Context: an optimization exercise on an open-source flow, tuned for small area. The choices shown serve that exercise and are no tape-out recipe. At most, simulation tests tie the RTL to the original design; equivalence was not proved. Power figures rest on the tool's default switching activity, not on a simulated workload.

== run 1 ==
## channel_ctrl
module channel_ctrl
    #(parameter integer WIDTH = 64,
    parameter integer MAIN_FIFO_BITS = 12,
    parameter integer LOCAL_FIFO_DEPTH = 8)
    (output logic [WIDTH-2:0] channel_event,
    output logic [9:0] adc_word,
    output logic fifo_empty,
    output logic triggered_natural,
    output logic csa_reset,
    output logic sample,
    output logic clk_out,
    input logic channel_enabled,
    input logic hit,
    input logic [9:0] dout,
    input logic done,
    input logic [7:0] chip_id,
    input logic [5:0] channel_id,
    input logic [7:0] adc_burst,
    input logic [7:0] adc_hold_delay,
    input logic [31:0] timestamp_32b,
    input logic unsigned [7:0] reset_length,
    input logic enable_dynamic_reset,
    input logic cds_mode,
    input logic mark_first_packet,
    input logic read_local_fifo_n,
    input logic external_trigger,
    input logic cross_trigger,
    input logic periodic_trigger,
    input logic periodic_reset,
    input logic enable_min_delta_adc,
    input logic threshold_polarity,
    input logic [9:0] dynamic_reset_threshold,
    input logic [9:0] digital_threshold,
    input logic [7:0] min_delta_adc,
    input logic fifo_full,
    input logic fifo_half,
    input logic enable_local_fifo_diagnostics,
    input logic channel_mask,
    input logic external_trigger_mask,
    input logic cross_trigger_mask,
    input logic periodic_trigger_mask,
    input logic enable_periodic_trigger_veto,
    input logic enable_hit_veto,
    input logic clk,
    input logic reset_n);
clock: 10.0 ns
lec_check: 0
cap_margin: 20
core_margin: 2
core_utilization: 40
slew_margin: 20
standard.sh (not shown) runs the stock make flow with config.mk's settings and CLKGATE_MAP_FILE= SYNTH_SCRIPT=/design/flow/synth_recipe.tcl, a recipe that flattens the netlist after the stock synthesis.
==> flow/flow/run.sh <==
#!/bin/bash
# Standard layout (the standard.sh), with the port buffers made from the
# smallest buffer cell and a clock tree of smaller buffers.
export BUFFER_PORTS_ARGS="-buffer_cell sky130_fd_sc_hd__buf_1"
export CTS_ARGS="-sink_clustering_enable -repair_clock_nets -dont_use_dummy_load -buf_list {sky130_fd_sc_hd__clkbuf_8} -root_buf sky130_fd_sc_hd__clkbuf_8 -sink_clustering_size 20 -sink_clustering_max_diameter 50"
bash standard.sh > standard.log 2>&1
Setup changes, run 1 to run 2
--- a/flow/design.v
+++ b/flow/design.v
@@ -133,14 +133,15 @@
 endfunction
 logic triggered_external, triggered_cross, triggered_periodic, triggered_channel;
 logic [1:0] trigger_type, trigger_type_latched;
 logic [7:0] sample_counter;
 logic [27:0] ts_latched;
 logic [7:0] adc_burst_counter, burst_next;
 logic burst_lt, burst_zero;
+logic [2:0] wait_counter;
 logic [7:0] reset_counter;
 logic [8:0] rst_diff;
 logic rst_ge0, rst_ge2, rst_more;
 logic [9:0] delta_adc;
 logic rr_repeat, rr_polarity, delta_small, past_threshold;
 logic [9:0] previous_adc_word;
 logic first_conversion, periodic_reset_triggered, csa_reset_triggered;
@@ -229,15 +230,15 @@
                 else Next = REQUEST_READOUT;
         SAVE_RESET_SAMPLE: Next = IDLE;
         REQUEST_READOUT: if (!local_fifo_full) begin
                     if (have_reset_sample) Next = TRANSFER_RESET_SAMPLE;
                     else Next = TRANSFER_ADC_CODE;
                 end else Next = REQUEST_READOUT;
         TRANSFER_RESET_SAMPLE: Next = WAIT_STATE;
-        WAIT_STATE: if (sample_counter[2]) Next = TRANSFER_ADC_CODE;
+        WAIT_STATE: if (wait_counter >= 3'b100) Next = TRANSFER_ADC_CODE;
                 else Next = WAIT_STATE;
         TRANSFER_ADC_CODE: if (!burst_lt || final_conversion) Next = IDLE;
                 else Next = SAMPLE;
         default: Next = IDLE;
     endcase
 end
 always_ff @(posedge clk)
@@ -273,14 +274,15 @@
         trigger_type_latched <= 2'b0;
         write_local_fifo_n <= 1'b1;
         previous_adc_word <= 10'b0;
         first_conversion <= 1'b1;
         final_conversion <= 1'b0;
         last_call <= 1'b0;
         have_reset_sample <= 1'b0;
+        wait_counter <= 3'b0;
     end else begin
         csa_reset_triggered <= 1'b0;
         periodic_reset_triggered <= 1'b0;
         sample <= 1'b0;
         write_local_fifo_n <= 1'b1;
         case (Next)
             IDLE: begin
@@ -288,14 +290,15 @@
                 adc_burst_counter <= 8'b0;
                 trigger_type_latched <= 2'b0;
                 adc_word <= 10'b0;
                 first_conversion <= 1'b1;
                 final_conversion <= 1'b0;
                 previous_adc_word <= 10'b0;
                 last_call <= 1'b0;
+                wait_counter <= 3'b0;
                 if (periodic_reset)
                     periodic_reset_triggered <= 1'b1;
             end
             SAMPLE: begin
                 adc_word <= 10'b0;
                 sample_counter <= sample_counter + 1'b1;
                 if (!burst_lt)
@@ -334,19 +337,18 @@
             end
             TRANSFER_RESET_SAMPLE: begin
                 write_local_fifo_n <= 1'b0;
                 sample <= 1'b1;
             end
             WAIT_STATE: begin
                 have_reset_sample <= 1'b0;
-                sample_counter <= sample_counter + 1'b1;
+                wait_counter <= wait_counter + 1'b1;
                 sample <= 1'b1;
             end
             TRANSFER_ADC_CODE: begin
-                sample_counter <= 8'b0;
                 previous_adc_word <= adc_word;
                 adc_burst_counter <= burst_next;
                 if (!less10(adc_word, digital_threshold))
                     write_local_fifo_n <= 1'b0;
                 sample <= 1'b1;
                 if (final_conversion)
                     last_call <= 1'b0;
Notes after the runs:
Run 2 was carried through to the last stage, and its layout satisfied the timing, DRC and antenna checks.
The lower summed instance area of the synthesized netlist of run 2 and run 1 is in run 1.
Run 2 against run 1: number of clock sinks climbed 0.63%, part of the power in the clock network dropped 0.4 points.
Sequential cell area grows slightly when moving from run 1 to run 2.
Compared with run 1, run 2 shows detailed route wirelength on metal2 that has gone up by a few percent.
Run 1 → run 2: total of plain and repair buffers excluding clock buffers now sits lower, x dimension of the die rose by 2.8 µm.
Portion of the layout cell area used by non-clock buffers in run 2 is 0.25 points below run 1.
The total routing usage reported by global routing of run 2 is higher than that of run 1.
The RTL of run 2 was laid out without a check of its function.

========
== oak ==
channel_ctrl, a different RTL version from the one above (not shown whole).
For scale: roughly 1,500 cells after synthesis, ~470 flip-flops, about 210 I/O pins, ~0.020 mm2 of cells after synthesis.
Settings: LEC_CHECK=0, CAP_MARGIN=20, CORE_MARGIN=2, CORE_UTILIZATION=40, SLEW_MARGIN=20; clock period 10.0 ns.
Scripts as last shown in full above: flow/flow/run.sh
#### Input delta (pine over oak)
diff --git a/flow/design.v b/flow/design.v
--- a/flow/design.v
+++ b/flow/design.v
@@ -12,12 +12,13 @@
     input logic write_n,             
     input logic clk,
     input logic reset_n);
 logic [W-1:0] mem [0:6];
 logic [2:0] read_pointer, write_pointer;
 logic [3:0] diff;
+logic loaded_q, running;
 always_comb begin
     diff = {1'b0, write_pointer} - {1'b0, read_pointer};
     fifo_count = diff[3] ? diff[2:0] + 3'd7 : diff[2:0];
     fifo_full = (fifo_count == 3'd6);
     fifo_half = (fifo_count >= 3'd3);
     fifo_empty = (write_pointer == read_pointer);
@@ -33,29 +34,36 @@
     else if (!write_n & !fifo_full)
         write_pointer <= (write_pointer == 3'd6) ? 3'd0 : write_pointer + 1'b1;
 always_ff @(posedge clk)
     if (we)
         mem[write_pointer] <= data_in;
 logic [6:0] rsel;
-logic [W-1:0] data_next;
+logic rd, hsel;
+logic [W-1:0] data_hold;
 always_comb begin
+    rd = !read_n && running;
     for (int i = 0; i < 7; i++)
-        rsel[i] = !read_n && (read_pointer == 3'(i));
-    data_next = read_n ? data_out : '0;
+        rsel[i] = rd && (read_pointer == 3'(i));
+    hsel = read_n && loaded_q;
+    data_out = data_hold & {W{hsel}};
     for (int i = 0; i < 7; i++)
-        data_next = data_next | (mem[i] & {W{rsel[i]}});
+        data_out = data_out | (mem[i] & {W{rsel[i]}});
+    loaded = loaded_q | rd;
 end
-always_ff @(negedge clk or negedge reset_n)
-    if (!reset_n) begin
-        data_out <= '0;
-        loaded <= 1'b0;
-    end else begin
-        data_out <= data_next;
-        if (!read_n)
-            loaded <= 1'b1;
-    end
+always_ff @(posedge clk)
+    data_hold <= data_out;
+always_ff @(posedge clk or negedge reset_n)
+    if (!reset_n)
+        running <= 1'b0;
+    else
+        running <= 1'b1;
+always_ff @(posedge clk or negedge reset_n)
+    if (!reset_n)
+        loaded_q <= 1'b0;
+    else if (rd)
+        loaded_q <= 1'b1;
 endmodule  
 module channel_ctrl
     #(parameter integer WIDTH = 64,
     parameter integer MAIN_FIFO_BITS = 12,
     parameter integer LOCAL_FIFO_DEPTH = 8)
     (output logic [WIDTH-2:0] channel_event,
@@ -146,13 +154,13 @@
 logic first_conversion, periodic_reset_triggered, csa_reset_triggered;
 logic csa_reset_flag, last_call, final_conversion, have_reset_sample;
 logic write_local_fifo_n;
 logic [2:0] local_fifo_count;
 logic local_fifo_full, local_fifo_half, loaded;
 logic [45:0] q_event, event_in;
-logic [6:0] ev_live, ev_held, ev_sel;
+logic [8:0] ev_live, ev_held;
 logic is_reset_event, we_event;
 always_comb clk_out = 1'b0;
 always_comb begin
     triggered_natural = hit & ~channel_mask;
     triggered_external = external_trigger & ~external_trigger_mask;
     triggered_cross = cross_trigger & ~cross_trigger_mask;
@@ -359,20 +367,29 @@
         endcase
     end
 end
 always_comb begin
     is_reset_event = (Next == SAVE_RESET_SAMPLE);
     we_event = is_reset_event | (State == TRANSFER_ADC_CODE);
-    ev_live = {local_fifo_count, enable_local_fifo_diagnostics, cds_mode,
-               fifo_full, fifo_half};
-    ev_sel = is_reset_event ? ev_live : ev_held;
+    ev_live[3:0] = enable_local_fifo_diagnostics ? {1'b0, local_fifo_count + 3'd1}
+                                                 : ts_latched[27:24];
+    ev_live[4] = cds_mode;
+    ev_live[6:5] = {fifo_full, fifo_half};
+    ev_live[8:7] = {local_fifo_full, local_fifo_half};
     event_in[23:0] = ts_latched[23:0];
-    event_in[27:24] = ev_sel[3] ? {1'b0, ev_sel[6:4] + 3'd1} : ts_latched[27:24];
-    event_in[29:28] = {is_reset_event | ev_sel[2], is_reset_event};
-    event_in[43:42] = ev_sel[1:0];
-    event_in[45:44] = {ev_sel[6:4] == 3'd6, ev_sel[6:4] >= 3'd3};
+    if (is_reset_event) begin
+        event_in[27:24] = ev_live[3:0];
+        event_in[29:28] = 2'b11;
+        event_in[43:42] = ev_live[6:5];
+        event_in[45:44] = ev_live[8:7];
+    end else begin
+        event_in[27:24] = ev_held[3:0];
+        event_in[29:28] = {ev_held[4], 1'b0};
+        event_in[43:42] = ev_held[6:5];
+        event_in[45:44] = ev_held[8:7];
+    end
     event_in[39:30] = adc_word;
     event_in[41:40] = trigger_type_latched;
 end
 fifo_latch fifo_inst (
     .data_out   (q_event),
     .loaded     (loaded),
## What came out
Compared with oak, pine has extra setup slack.
Wire: pine routes less than oak
[compare] base=oak new=pine: non-clock buffer count lost 12; synthesis-to-layout area growth now sits lower; worst ir drop on vdd now sits higher; maximum number of pins on one net before global-route repair moved up.
fifo_inst.loaded as the launch point of the worst path was reported by oak, and adc_hold_delay[5] by pine.
For oak, only the layout was checked, not whether the RTL still works.

-- afterwards: timing with drivers on the ports --
In the flow no input, the clock included, has a driving cell. The finished layout below was timed again as built, in two steps.
Step 1, drivers: a clkbuf_16 drives clk and a buf_2 each remaining input, both assumed.
Step 2, shift: input delay + t, output delay - t, t = (earliest + latest rising clock arrival at the registers) / 2. This alone moves slack from input paths to output paths.
a / b / c = no drivers / after step 1 / after step 2; a / b = the first two.
run: pine
t (ns): 0.658
slack for setup (ns): 3.672 / 3.681 / 3.037
slew at the worst register clock pin (ns): 0.12 / 0.12
After both steps setup and hold are still met in pine. The setup slack of pine moves by +0.009 ns with the drivers and by -0.635 ns with both steps.
